Background: an optimization exercise with open tools, aiming at small area, a short achievable clock period and few clock cycles. Do not read the settings as production practice.
RTL that was checked went through simulation tests only; none was proved equivalent to the original.
For run 1, only the layout was checked, not whether the RTL still works.

==> flow/design.v, too long to show whole: its modules and the start of the top module <==
// module abs_diff_7: 7 lines
// module abs_diff_9: 7 lines
// module abs_val_8: 5 lines
// module quadrant: 11 lines
// module polar_to_cartesian: 74 lines
// module calc_abs7rtan_00_75_15: 21 lines
// module find_min_5_vals_cascading: 26 lines
// module calc_r_y_theta: 27 lines
// module orientation_math: 175 lines
// module path_math: 118 lines
// module ptc_mag: 25 lines
// module pm_ptc_products: 731 lines
// module pm_deltas: 351 lines
// module pm_compare: 1550 lines
// module pm_distance: 725 lines
// module pm_abs: 98 lines
module path_math
    (input [11:0] location,  
     input [11:0] target,  
     input [4:0] current_orientation,  
     input clock,
     input enable,
     input reset,
     output reg done,
     output [4:0] needed_orientation,  
     output [11:0] move_command);
  // ...
==> flow/run.sh <==
#!/bin/bash
# synth_recipe.tcl (not shown) runs the flow's synth.tcl, then flattens the netlist and writes it again
# the make line also repeats each setting of config.mk as NAME=value (left out here)
make -C /OpenROAD-flow-scripts/flow DESIGN_CONFIG=/design/flow/config.mk WORK_HOME=/design/flow/orfs CLKGATE_MAP_FILE= SYNTH_SCRIPT=/design/flow/synth_recipe.tcl finish
==> flow/config.mk <==
export PLATFORM = sky130hd
export DESIGN_NAME = path_math
export DESIGN_NICKNAME = path_math
export VERILOG_FILES = /design/flow/design.v
export SDC_FILE = /design/flow/constraint.sdc
export NUM_CORES = 4
export LEC_CHECK = 0
export ABC_CLOCK_PERIOD_IN_PS = 6000
export CAP_MARGIN = 20
export CORE_MARGIN = 2
export CORE_UTILIZATION = 40
export SETUP_SLACK_MARGIN = 4
export SLEW_MARGIN = 20
==> flow/constraint.sdc <==
create_clock -name core_clock -period 12.0 [get_ports {clock}]
set_input_delay 2.4000 -clock core_clock [delete_from_list [all_inputs] [get_ports {clock}]]
set_output_delay 2.4000 -clock core_clock [all_outputs]
set_load 0.01 [all_outputs]
==> flow_summary.json, run 1 <==
{
  "layout.cells.non_filler": 2217,
  "vias_per_cell": 5.33,
  "fmax_ghz": 0.130,
  "hp-class": "reg2reg",
  "grt_start_max_net_pins": 35,
  "finalWorstSetupSlack_ns": 4.28,
  "synth_top_family_by_area": "adder cells",
  "synth_area_leaders": "ha_1 28%, fa_1 21%, inv_1 8.2%, edfxtp_1 6.8%, xnor2_1 3.6%",
  "drc_errors": 0,
  "num_rows": 70,
  "insertedDiodeCount": 0,
  "place_area_mm2": 0.0160,
  "synth_warnings": 2,
  "multi_input_area_share": 0.741,
  "port_buffers": 49,
  "r2r-end": "r_c45$_DFFE_PP_",
  "cap_viol_max_count": 0,
  "dp_slack_ns": 2.93,
  "largest_class": "multi-input gates",
  "fp.dieH_um": 198,
  "dp_hpwl_um": 30300,
  "rsz0062_at_grt": "false",
  "multi_input_area_mm2": 0.0124,
  "gr-usage-met2": 0.346,
  "min_period_ns": 7.72,
  "slew_viol_final": 0,
  "holdWs_ns": 0.490,
  "regArea_mm2": 0.00144,
  "cts_tree": "built",
  "hold_path_depth": 2,
  "fin_setup_tns_ns": 0,
  "synth_most_common_cell": "ha_1",
  "layout_common_cells": "332 x ha_1, 316 x inv_1, 145 x fa_1",
  "buffers_excl_clock": 99,
  "coreArea_mm2": 0.0368,
  "synth_top_area_share": 0.282,
  "startpoint_type": "primary input",
  "gp_congestion": 0.897,
  "pin_count": 50,
  "clock_buffers": 5,
  "status": "finished clean",
  "numCtsBuffers": 5
}
==> module path_math, before the edit <==
module path_math
    (input [11:0] location,  
     input [11:0] target,  
     input [4:0] current_orientation,  
     input clock,
     input enable,
     input reset,
     output reg done,
     output [4:0] needed_orientation,  
     output [11:0] move_command);  
   wire [7:0] xm_l, ym_l, xm_t, ym_t;
   wire       xs_l, xs_t;
   ptc_mag ptc_l (.r_theta(location), .xm(xm_l), .ym(ym_l), .xs(xs_l));
   ptc_mag ptc_t (.r_theta(target),   .xm(xm_t), .ym(ym_t), .xs(xs_t));
   wire [8:0] ex_t, dy_t;
   pm_deltas dl (.xm_t(xm_t), .xm_l(xm_l), .xsame(xs_t == xs_l), .ym_t(ym_t), .ym_l(ym_l),
                 .ex(ex_t), .dy(dy_t));
   reg [8:0] ex, dy;
   reg       exneg, busy;
   always @(posedge clock) begin
      ex <= ex_t;
      dy <= dy_t;
      exneg <= xs_t;
      busy <= enable & ~reset;
   end
   wire       ex_nz = |ex;
   wire       dxneg = exneg ? ((ex_nz & ~ex[8]) | (ex == 9'h100)) : ex[8];
   wire       dyneg = dy[8];
   wire [1:0] quad = {dyneg, dxneg ^ dyneg};  
   wire       sx = ex[8];
   wire       sy = dy[8];
   wire [7:0] ac = ex[7:0] ^ {8{sx}};
   wire [7:0] yc = dy[7:0] ^ {8{sy}};
   wire [7:0] y;
   wire [6:0] a;
   pm_abs ab (.ac(ac), .sx(sx), .yc(yc), .sy(sy), .y(y), .a(a));
   wire ysmall = ($signed(dy) >= -9'sd4) && ($signed(dy) <= 9'sd4);
   wire asmall = (($signed(ex) >= -9'sd4) && ($signed(ex) <= 9'sd4)) || (ex == 9'h100);
   wire c12, c23, c34, c45;
   pm_compare cmp (.ac(ac), .sx(sx), .yc(yc), .sy(sy), .c12(c12), .c23(c23), .c34(c34), .c45(c45));
   wire       same = (location[11:8] == target[11:8]);
   wire [4:0] sum_s = {1'b0, location[11:8]} + ((target[7:0] >= location[7:0]) ? 5'd0 : 5'd12);
   wire [4:0] need_s_t = (sum_s >= 5'd24) ? sum_s - 5'd24 : sum_s;
   reg       r_c12, r_c23, r_c34, r_c45, r_ysmall, r_asmall, r_same;
   reg [1:0] r_quad;
   reg [4:0] need_s, cur;
   reg [7:0] ry;
   reg [6:0] ra;
   always @(posedge clock) begin
      if (reset) begin
         done <= 1'b0;
      end else if (busy) begin
         done <= 1'b1;
      end else if (enable) begin
         done <= 1'b0;
      end
      if (busy) begin
         r_c12 <= c12;
         r_c23 <= c23;
         r_c34 <= c34;
         r_c45 <= c45;
         r_ysmall <= ysmall;
         r_asmall <= asmall;
         r_same <= same;
         r_quad <= quad;
         need_s <= need_s_t;
         cur <= current_orientation;
         ry <= y;
         ra <= a;
      end
   end
   wire is1 = ~r_c12 & ~r_c23 & ~r_c34 & ~r_c45;
   wire is5 = r_c12 & r_c23 & r_c34 & r_c45;
   wire is2 = ~is1 & ~is5 & ~r_c23 & ~r_c34;
   wire is4 = ~is1 & ~is5 & r_c23 & r_c34;
   wire [2:0] b = is1 ? 3'd1 : (is5 ? 3'd5 : (is2 ? 3'd2 : (is4 ? 3'd4 : 3'd3)));
   wire o_dyneg = r_quad[1];
   wire o_dxneg = r_quad[1] ^ r_quad[0];
   reg [4:0] need_n;
   always @(*) begin
      if (r_ysmall) need_n = o_dxneg ? 5'd12 : 5'd0;
      else if (r_asmall) need_n = o_dyneg ? 5'd18 : 5'd6;
      else case (r_quad)
         2'd1: need_n = 5'd12 - b;
         2'd2: need_n = 5'd12 + b;
         2'd3: need_n = 5'd24 - b;
         default: need_n = {2'b00, b};
      endcase
   end
   reg [2:0] ba_s;
   always @(*) begin
      case (r_quad)
         2'd1: ba_s = 3'd4 - need_s[2:0];
         2'd2: ba_s = need_s[2:0] + 3'd4;
         2'd3: ba_s = 3'd0 - need_s[2:0];
         default: ba_s = need_s[2:0];
      endcase
   end
   wire [4:0] need = r_same ? need_s : need_n;
   wire [2:0] ba = r_same ? ba_s : (r_ysmall ? 3'd0 : (r_asmall ? 3'd6 : b));
   wire [6:0] d1, d3, d4, d5;
   pm_distance dd (.y(ry), .d1(d1), .d3(d3), .d4(d4), .d5(d5));
   reg  [6:0]  dist_v;
   always @(*) begin
      case (ba)
         3'd1: dist_v = d1;
         3'd2: dist_v = 7'd0;
         3'd3: dist_v = d3;
         3'd4: dist_v = d4;
         3'd5: dist_v = d5;
         3'd6: dist_v = ry[6:0];
         default: dist_v = ra;
      endcase
   end
   wire [4:0] angle = need - cur + ((cur > need) ? 5'd24 : 5'd0);
   assign needed_orientation = need;
   assign move_command = {angle, dist_v};
endmodule
==> run 2, diff against run 1 <==
--- a/flow/design.v
+++ b/flow/design.v
@@ -398,6 +398,6 @@
    wire [6:0] a;
    pm_abs ab (.ac(ac), .sx(sx), .yc(yc), .sy(sy), .y(y), .a(a));
-   wire ysmall = ($signed(dy) >= -9'sd4) && ($signed(dy) <= 9'sd4);
-   wire asmall = (($signed(ex) >= -9'sd4) && ($signed(ex) <= 9'sd4)) || (ex == 9'h100);
+   wire ysmall = dy[8] ? (dy[7:0] >= 8'hFC) : (dy[7:0] <= 8'd4);
+   wire asmall = ex[8] ? ((ex[7:0] >= 8'hFC) || (ex[7:0] == 8'h00)) : (ex[7:0] <= 8'd4);
    wire c12, c23, c34, c45;
    pm_compare cmp (.ac(ac), .sx(sx), .yc(yc), .sy(sy), .c12(c12), .c23(c23), .c34(c34), .c45(c45));
--- a/flow/config.mk
+++ b/flow/config.mk
@@ -6,8 +6,8 @@
 export NUM_CORES = 4
 export LEC_CHECK = 0
-export ABC_CLOCK_PERIOD_IN_PS = 6000
+export ABC_CLOCK_PERIOD_IN_PS = 4000
 export CAP_MARGIN = 20
 export CORE_MARGIN = 2
 export CORE_UTILIZATION = 40
-export SETUP_SLACK_MARGIN = 4
+export SETUP_SLACK_MARGIN = 5
 export SLEW_MARGIN = 20
==> flow_summary.json, run 2 <==
{
  "coreArea_mm2": 0.0367,
  "cp_slowest_cell": "fa_1",
  "synth_top_family_by_area": "adder cells",
  "numCtsBuffers": 5,
  "required_ns": 12.19,
  "async_flop_share": 0,
  "synth_fp_nets": 2180,
  "ctsLongestPathBuffers": 2,
  "dieArea_mm2": 0.0389,
  "startpoint": "target[5]",
  "synth_compound_area_frac": 0.170,
  "gp_congestion": 0.861,
  "syn-cell-area_mm2": 0.0149,
  "dpl.cell_count": 2152,
  "wl_per_cell_um": 17.5,
  "yosys.area_share.simple": 0.0932,
  "start_util": 0.406,
  "tightest_slew_ns": 0.976,
  "synth.distinct_cells": 87,
  "path_clk_slew_ns": 0.07,
  "overflow": 0,
  "yosys-top-cells-count": "327 x ha_1, 317 x inv_1, 153 x fa_1, 97 x a21oi_1, 81 x nor2_1",
  "synth_warnings": 2,
  "track_usage": 0.209,
  "pin_count": 50,
  "grt_antenna_before_repair": 0,
  "first_pass_iters": 6,
  "fp.dieH_um": 197,
  "multi_input_area_mm2": 0.0129,
  "status": "finished clean",
  "chipWidth_um": 197,
  "cts_root_buf": "clkbuf_16",
  "fmax_ghz": 0.137,
  "rsz0062_at_grt": "true",
  "finalClockSkew_ns": 0.00555,
  "port_buffers": 49,
  "area_growth_pct": 20.3,
  "synth_edf_count": 34,
  "post-route-period-util": 0.610,
  "startpoint_type": "primary input",
  "cts_tree": "built",
  "holdWs_ns": 0.524,
  "final_nets": 2316,
  "end_kind": "register",
  "critical_path_class": "in2reg",
  "layout.cells.non_filler": 2273,
  "place_area_mm2": 0.0160,
  "worst_ep_arrival_time_ns": 7.50,
  "rr_startpoint": "ex[8]$_DFF_P_",
  "fill_cells": 3438,
  "first_iter_violations": 857,
  "layout_commonest_cell": "ha_1",
  "synth_top_area_share": 0.274,
  "fin_area_mm2": 0.0179,
  "num_rows": 70,
  "postRouteWirelength_um": 39800,
  "synthMuxAreaShare": 0.00134,
  "cp_max_fo": 3,
  "hp-class": "reg2reg",
  "drive_gt1_frac": 0.187,
  "layout_common_cells": "303 x ha_1, 287 x inv_1, 136 x fa_1",
  "fin_setup_tns_ns": 0,
  "grt_start_max_net_pins": 33,
  "cts_sinks": 55,
  "synth_xor_area_frac": 0.0627,
  "clk_latency_ns": 0.30,
  "regArea_mm2": 0.00145,
  "worstHoldStart": "done$_SDFFE_PP0P_",
  "synth_most_common_cell": "ha_1",
  "synth_top_cell_by_area": "ha_1",
  "ys_ff_latch": 55,
  "dr_total_vias": 12300,
  "synth-seq-area-share": 0.0966,
  "insertedDiodeCount": 0,
  "syn_inst": 1668,
  "dp_hpwl_um": 30100,
  "cap_viol_max_count": 0,
  "final-hold-violation-count": 0,
  "grt_pass1_wl_um": 65600,
  "finalSetupViolCount": 0,
  "max_slew_margin": 0.347,
  "reg.largest.list": "dy x9, ex x9, ry x8",
  "slew_viol_final": 0,
  "ant_nets": 0,
  "vias_per_cell": 5.43,
  "h-tree-depth": 2,
  "synth_fa_ha_area_frac": 0.482,
  "max_stage_delay_ns": 0.50,
  "syn_avg_cell_area_um2": 8.94,
  "synth_area_leaders": "ha_1 27%, fa_1 21%, inv_1 8.0%, edfxtp_1 6.8%, xnor2_1 4.3%",
  "grt_pass1_vias": 12900,
  "min_period_ns": 7.32,
  "ys.flop_type": "edfxtp_1",
  "drc_errors": 0
}
[run 2: repair_timing]
item,CTS,global route
pin swaps,90,81
hold buffers,0,0
cloned,1,0
buffers inserted,79,33
gates resized for setup,230,84
endpoints found under the setup margin,29,22
endpoints found under the hold margin,0,0
[run 2: cells by family after synthesis]
family,after synthesis
buffers and inverters,366
DFF,55
AOI/OAI and AO/OA,371
muxes,2
adders and majority gates,483
and+or+nand+nor,285
xor gates and xnor gates,106
[run 2: worst paths after layout]
check        slack, ns           endpoint  depth (start not counted)
min               0.52  done$_SDFFE_PP0P_                          2
min reg2reg       0.52  done$_SDFFE_PP0P_                          2
max reg2reg       5.17    r_c45$_DFFE_PP_                         30
max               4.68      ex[8]$_DFF_P_                         26
[run 2: metal layers]
metal | track usage | wire (um) | share of wire | vias to the layer above
met1 | 0.270 | 17400 | 0.44 | 5988
met4 | 0.0543 | 1170 | 0.029 | 0
li1 | - | - | - | 5949
met3 | 0.0213 | 1680 | 0.042 | 79
met2 | 0.374 | 19600 | 0.49 | 322
met5 | 0 | 0 | 0 | -
[run 2: per-stage QoR]
step                worst slack, ns   util
floorplan                      4.63      -
global placement               3.25  0.436
detailed placement             3.15  0.436
CTS                            4.68  0.471
global route                   4.51  0.489
finish                         4.68  0.489
[run 2: cell type report]
cell class                      instances  area share
Inverter                              322      0.0715
Clock buffer                            5     0.00697
Tap cell                              468      0.0326
Timing Repair Buffer                  173      0.0854
Clock inverter                          3     0.00132
Sequential cell                        55      0.0807
Multi-Input combinational cell       1247       0.721
[run 2: critical path, delay by kind of cell]
kind / cells / cell delay [ns]
adder cells (fa/ha/maj): 9 / 2.91
AO/OA/AOI/OAI: 5 / 0.81
buffers and inverters: 5 / 0.36
AND/OR/NAND/NOR: 5 / 0.73
XOR/XNOR: 2 / 0.27
Testbench counts of run 2, summed over its fixed seeds: cycles 32,000.
==> run 3, diff against run 2 <==
--- a/flow/config.mk
+++ b/flow/config.mk
@@ -6,8 +6,6 @@
 export NUM_CORES = 4
 export LEC_CHECK = 0
-export ABC_CLOCK_PERIOD_IN_PS = 4000
 export CAP_MARGIN = 20
 export CORE_MARGIN = 2
 export CORE_UTILIZATION = 40
-export SETUP_SLACK_MARGIN = 5
 export SLEW_MARGIN = 20
==> flow_summary.json, run 3 <==
{
  "final_nets": 2205,
  "grt_start_max_net_pins": 34,
  "gp_congestion": 0.866,
  "synth.distinct_cells": 87,
  "regArea_mm2": 0.00144,
  "layout_common_cells": "327 x ha_1, 317 x inv_1, 153 x fa_1",
  "syn_avg_cell_area_um2": 8.94,
  "ctsLongestPathBuffers": 2,
  "cts_sinks": 55,
  "holdWs_ns": 0.500,
  "path_clk_slew_ns": 0.07,
  "worst_ep_arrival_time_ns": 8.92,
  "hold_buffers": 0,
  "synth_fp_nets": 2180,
  "hp-class": "reg2reg",
  "chipWidth_um": 197,
  "dp_hpwl_um": 30100,
  "end_kind": "register",
  "cts_post_setup_buffers_inserted": 0,
  "rsz0062_at_grt": "false",
  "syn-cell-area_mm2": 0.0149,
  "async_flop_share": 0,
  "synth_warnings": 2,
  "fill_cells": 3632,
  "fin_setup_tns_ns": 0,
  "slew_viol_final": 0,
  "dr_total_vias": 11700,
  "synth_area_leaders": "ha_1 27%, fa_1 21%, inv_1 8.0%, edfxtp_1 6.8%, xnor2_1 4.3%",
  "critical_path_class": "in2reg",
  "cts_tree": "built",
  "reg.largest.list": "dy x9, ex x9, ry x8",
  "coreArea_mm2": 0.0367,
  "dieArea_mm2": 0.0389,
  "overflow": 0,
  "synth_top_area_share": 0.274,
  "multi_input_area_mm2": 0.0121,
  "start_util": 0.406,
  "grt_pass1_wl_um": 62000,
  "ys_ff_latch": 55,
  "finalSetupViolCount": 0,
  "synth_edf_count": 34,
  "yosys-top-cells-count": "327 x ha_1, 317 x inv_1, 153 x fa_1, 97 x a21oi_1, 81 x nor2_1",
  "first_iter_violations": 717,
  "synth-seq-area-share": 0.0966,
  "startpoint_type": "primary input",
  "ant_nets": 0,
  "final-hold-violation-count": 0,
  "post-route-period-util": 0.728,
  "insertedDiodeCount": 0,
  "pin_count": 50,
  "fin_area_mm2": 0.0161,
  "cp_max_fo": 17,
  "wl_per_cell_um": 16.8,
  "crit_path_frequent_cell": "fa_1",
  "syn_inst": 1668,
  "numCtsBuffers": 5,
  "cts.repair.resized": 0,
  "cts_root_buf": "clkbuf_16",
  "min_period_ns": 8.73,
  "max_stage_delay_ns": 0.95,
  "grt_antenna_before_repair": 0,
  "fmax_ghz": 0.115,
  "layout_commonest_cell": "ha_1",
  "fp.dieH_um": 197,
  "required_ns": 12.19,
  "cap_viol_max_count": 0,
  "area_growth_pct": 7.64,
  "tightest_slew_ns": 0.975,
  "place_area_mm2": 0.0159,
  "finalClockSkew_ns": 0.00558,
  "vias_per_cell": 5.42,
  "synth_top_cell_by_area": "ha_1",
  "ys.flop_type": "edfxtp_1",
  "synth_most_common_cell": "ha_1",
  "first_pass_iters": 5,
  "status": "finished clean",
  "grt_pass1_vias": 12200,
  "postRouteWirelength_um": 36300,
  "num_rows": 70,
  "cp_slowest_cell": "clkdlybuf4s50_1",
  "h-tree-depth": 2,
  "drive_gt1_frac": 0.0301,
  "port_buffers": 49,
  "max_slew_margin": 0.348,
  "drc_errors": 0,
  "track_usage": 0.196,
  "clk_latency_ns": 0.30
}
-- run 3: worst paths after layout --
| path | start | end | slack, ns | depth (start not counted) |
|---|---|---|---|---|
| max | location[6] | ex[8]$_DFF_P_ | 3.27 | 25 |
| min | done$_SDFFE_PP0P_ | done$_SDFFE_PP0P_ | 0.50 | 2 |
| min reg2reg | done$_SDFFE_PP0P_ | done$_SDFFE_PP0P_ | 0.50 | 2 |
| max reg2reg | ex[8]$_DFF_P_ | r_c45$_DFFE_PP_ | 4.03 | 30 |
-- run 3: per-stage QoR --
step / setup slack (ns) / utilization / std cells
4_1_cts: 3.30 / 0.438 / 2162
6_report: 3.27 / 0.438 / 2162
2_1_floorplan: 4.23 / - / 1668
5_1_grt: 2.91 / 0.438 / 2162
3_3_place_gp: 3.13 / 0.433 / 2154
3_5_place_dp: 2.98 / 0.433 / 2154
-- run 3: kinds of logic (layout without fill, tap and decap cells) --
family,Yosys count,after routing,synth area share
multiplexers,2,2,0.00134
AND/OR/NAND/NOR,285,285,0.0932
adder cells (fa/ha/maj),483,483,0.482
AO/OA/AOI/OAI,371,371,0.170
flip-flops,55,55,0.0966
XOR/XNOR,106,106,0.0627
buffers and inverters,366,392,0.0946
-- run 3: final cells by class --
class | count | area share
clock buffer | 5 | 0.00779
clock inverter | 3 | 0.00273
inverter | 322 | 0.0753
multi-input combinational | 1247 | 0.751
sequential | 55 | 0.0898
tap | 468 | 0.0365
timing repair buffer | 62 | 0.0366
-- run 3: worst max-delay path, delay by kind of cell --
family | cells | cell delay [ns]
XOR/XNOR | 2 | 0.29
buffers and inverters | 4 | 1.43
adder cells (fa/ha/maj) | 8 | 3.19
AO/OA/AOI/OAI | 4 | 0.76
AND/OR/NAND/NOR | 7 | 0.85
-- run 3: routing by layer --
layer	track usage	up-vias	share of wire
li1	-	5717	-
met1	0.258	5665	0.45
met2	0.350	286	0.49
met3	0.0159	49	0.039
met4	0.0420	0	0.020
met5	0	-	0
==> run 4, diff against run 3 <==
--- a/flow/config.mk
+++ b/flow/config.mk
@@ -6,6 +6,8 @@
 export NUM_CORES = 4
 export LEC_CHECK = 0
-export CAP_MARGIN = 20
+export ABC_CLOCK_PERIOD_IN_PS = 6000
+export CAP_MARGIN = 5
 export CORE_MARGIN = 2
 export CORE_UTILIZATION = 40
-export SLEW_MARGIN = 20
+export SETUP_SLACK_MARGIN = 4
+export SLEW_MARGIN = 5
==> flow_summary.json, run 4 <==
{
  "dr_total_vias": 11800,
  "grt_antenna_before_repair": 0,
  "track_usage": 0.198,
  "synth_warnings": 2,
  "path_clk_slew_ns": 0.07,
  "layout_commonest_cell": "ha_1",
  "final-hold-violation-count": 0,
  "tightest_slew_ns": 1.00,
  "dp_hpwl_um": 30100,
  "rsz0062_at_grt": "true",
  "cts_sinks": 55,
  "h-tree-depth": 2,
  "final_nets": 2242,
  "finalClockSkew_ns": 0.00521,
  "insertedDiodeCount": 0,
  "end_kind": "register",
  "overflow": 0,
  "numCtsBuffers": 5,
  "cts_root_buf": "clkbuf_16",
  "synth_most_common_cell": "ha_1",
  "ys_ff_latch": 55,
  "async_flop_share": 0,
  "yosys-top-cells-count": "327 x ha_1, 317 x inv_1, 153 x fa_1, 97 x a21oi_1, 81 x nor2_1",
  "first_iter_violations": 715,
  "gp_congestion": 0.866,
  "slew_viol_final": 0,
  "worstHoldStart": "done$_SDFFE_PP0P_",
  "synth-seq-area-share": 0.0966,
  "fp.dieH_um": 197,
  "startpoint": "target[7]",
  "status": "finished clean",
  "synth_area_leaders": "ha_1 27%, fa_1 21%, inv_1 8.0%, edfxtp_1 6.8%, xnor2_1 4.3%",
  "multi_input_area_mm2": 0.0122,
  "ant_nets": 0,
  "fmax_ghz": 0.129,
  "synth_edf_count": 34,
  "hold_buffers": 0,
  "grt_pass1_wl_um": 62500,
  "hp-class": "reg2reg",
  "synth_fp_nets": 2180,
  "layout_common_cells": "324 x ha_1, 309 x inv_1, 149 x fa_1",
  "required_ns": 12.19,
  "r2r-end": "r_c45$_DFFE_PP_",
  "cap_viol_max_count": 0,
  "synth_top_cell_by_area": "ha_1",
  "hold_end": "done$_SDFFE_PP0P_",
  "pin_count": 50,
  "max_slew_margin": 0.331,
  "post-route-period-util": 0.648,
  "coreArea_mm2": 0.0367,
  "synth_top_area_share": 0.274,
  "regArea_mm2": 0.00144,
  "grt_pass1_vias": 12300,
  "hold_path_depth": 2,
  "start_util": 0.406,
  "ctsLongestPathBuffers": 2,
  "chipWidth_um": 197,
  "syn-cell-area_mm2": 0.0149,
  "first_pass_iters": 6,
  "min_period_ns": 7.78,
  "critical_path_class": "in2reg",
  "fill_cells": 3602,
  "syn_avg_cell_area_um2": 8.94,
  "clk_latency_ns": 0.30,
  "startpoint_type": "primary input",
  "rrSetupSlack_ns": 4.51,
  "num_rows": 70,
  "fin_setup_tns_ns": 0,
  "syn_inst": 1668,
  "port_buffers": 49,
  "cp_slowest_cell": "fa_1",
  "postRouteWirelength_um": 36900,
  "reg.largest.list": "dy x9, ex x9, ry x8",
  "grt_start_max_net_pins": 34,
  "rr_startpoint": "ex[8]$_DFF_P_",
  "cp_max_fo": 5,
  "ys.flop_type": "edfxtp_1",
  "dieArea_mm2": 0.0389,
  "synth.distinct_cells": 87,
  "max_stage_delay_ns": 0.49,
  "worst_ep_arrival_time_ns": 7.97,
  "drive_gt1_frac": 0.0768,
  "cts_tree": "built",
  "r2r_cells": 31,
  "drc_errors": 0,
  "vias_per_cell": 5.37,
  "finalSetupViolCount": 0,
  "wl_per_cell_um": 16.8,
  "area_growth_pct": 10.7
}
run 4: cell types whose count changed in the layout (fill, tap and decap cells not counted), moves of 4 or more:
cell / delta
fa_1: -4
inv_1: -8
clkdlybuf4s50_1: -15
dlymetal6s2s_1: +5
clkinvlp_4: +7
fa_2: +4
buf_4: +34
clkbuf_2: +5
run 4: metal layers:
layer | GRT usage | routed length [um]
met3 | 0.0174 | 1380
met5 | 0 | 0
met4 | 0.0490 | 825
met2 | 0.353 | 18200
met1 | 0.258 | 16600
run 4: layout make-up:
| class | count | share of cell area |
|---|---|---|
| multi-input cells | 1247 | 0.740 |
| clock inverters | 3 | 0.00265 |
| well taps | 468 | 0.0355 |
| repair buffers | 99 | 0.0523 |
| flip-flops and latches | 55 | 0.0873 |
| inverters | 322 | 0.0748 |
| clock buffers | 5 | 0.00758 |
run 4: stage by stage:
| step | utilization | setup WS [ns] | hold WS [ns] | cells | cell area (um^2) |
|---|---|---|---|---|---|
| after floorplan | - | 4.23 | 0.512 | 1668 | 14900 |
| after global placement | 0.433 | 3.13 | 0.477 | 2154 | 15900 |
| after detailed placement | 0.433 | 2.98 | 0.488 | 2154 | 15900 |
| after CTS | 0.441 | 3.99 | 0.504 | 2173 | 16200 |
| after global routing | 0.450 | 3.95 | 0.524 | 2199 | 16500 |
| final | 0.450 | 4.22 | 0.500 | 2199 | 16500 |
run 4: worst max-delay path by stage:
stage	endpoint	slack (ns)	cells after the start
4_1_cts	ex[8]$_DFF_P_	3.99	25
3_3_place_gp	dy[7]$_DFF_P_	3.13	22
6_report	ex[8]$_DFF_P_	4.22	25
3_5_place_dp	ex[8]$_DFF_P_	2.98	25
5_1_grt	r_c45$_DFFE_PP_	3.95	31
2_1_floorplan	ex[8]$_DFF_P_	4.23	25
run 4: what timing repair did:
| action | in CTS | in global routing |
|---|---|---|
| pin swaps | 1 | 12 |
| resized for setup | 33 | 62 |
| cloned | 0 | 0 |
| buffers inserted | 11 | 26 |
| endpoints found under the setup margin | 16 | 14 |
run 4: logic make-up (layout without fill, tap and decap cells):
kind of cell             count (synthesis)  in the layout  share of synthesized area
adder cells (fa/ha/maj)                483            483                      0.482
AO/OA/AOI/OAI                          371            371                      0.170
buffers and inverters                  366            429                     0.0946
AND/OR/NAND/NOR                        285            285                     0.0932
XOR/XNOR                               106            106                     0.0627
flip-flops                              55             55                     0.0966
multiplexers                             2              2                    0.00134
run 4: critical path, delay by kind of cell:
family | cells | cell delay (ns)
simple gates | 5 | 0.67
fa+ha+maj | 9 | 3.22
compound gates | 5 | 0.77
buf+inv | 5 | 0.75
xor+xnor | 1 | 0.15

## what the ideal ports hide
The flow's constraints put no driver on any port. The routed layouts listed below were extracted and timed again, unchanged, in two steps. Step 1 sets driving cells, clkbuf_16 on the clock port and buf_2 on the other inputs (assumed; they add their load-dependent delay and slew). Step 2 also shifts input and output timing later by t, the mid clock arrival at the registers, as if the neighbouring blocks saw the same clock. Three values: no drivers, after step 1, after step 2; two values: the first two.
run	t, ns	slack for setup (ns)	worst register clock-pin slew, ns	pins driven straight from the clock port
run 1	0.340	4.281 / 4.297 / 3.957	0.07 / 0.07	1
run 2	0.339	4.684 / 4.695 / 4.356	0.07 / 0.07	1
run 3	0.342	3.268 / 3.291 / 2.949	0.07 / 0.07	1
run 4	0.339	4.219 / 4.237 / 3.898	0.07 / 0.07	1
After both steps setup and hold are still met in every run listed. For run 2, which loses most, drivers alone change the setup slack by +0.011 ns; drivers and shift together by -0.328 ns.
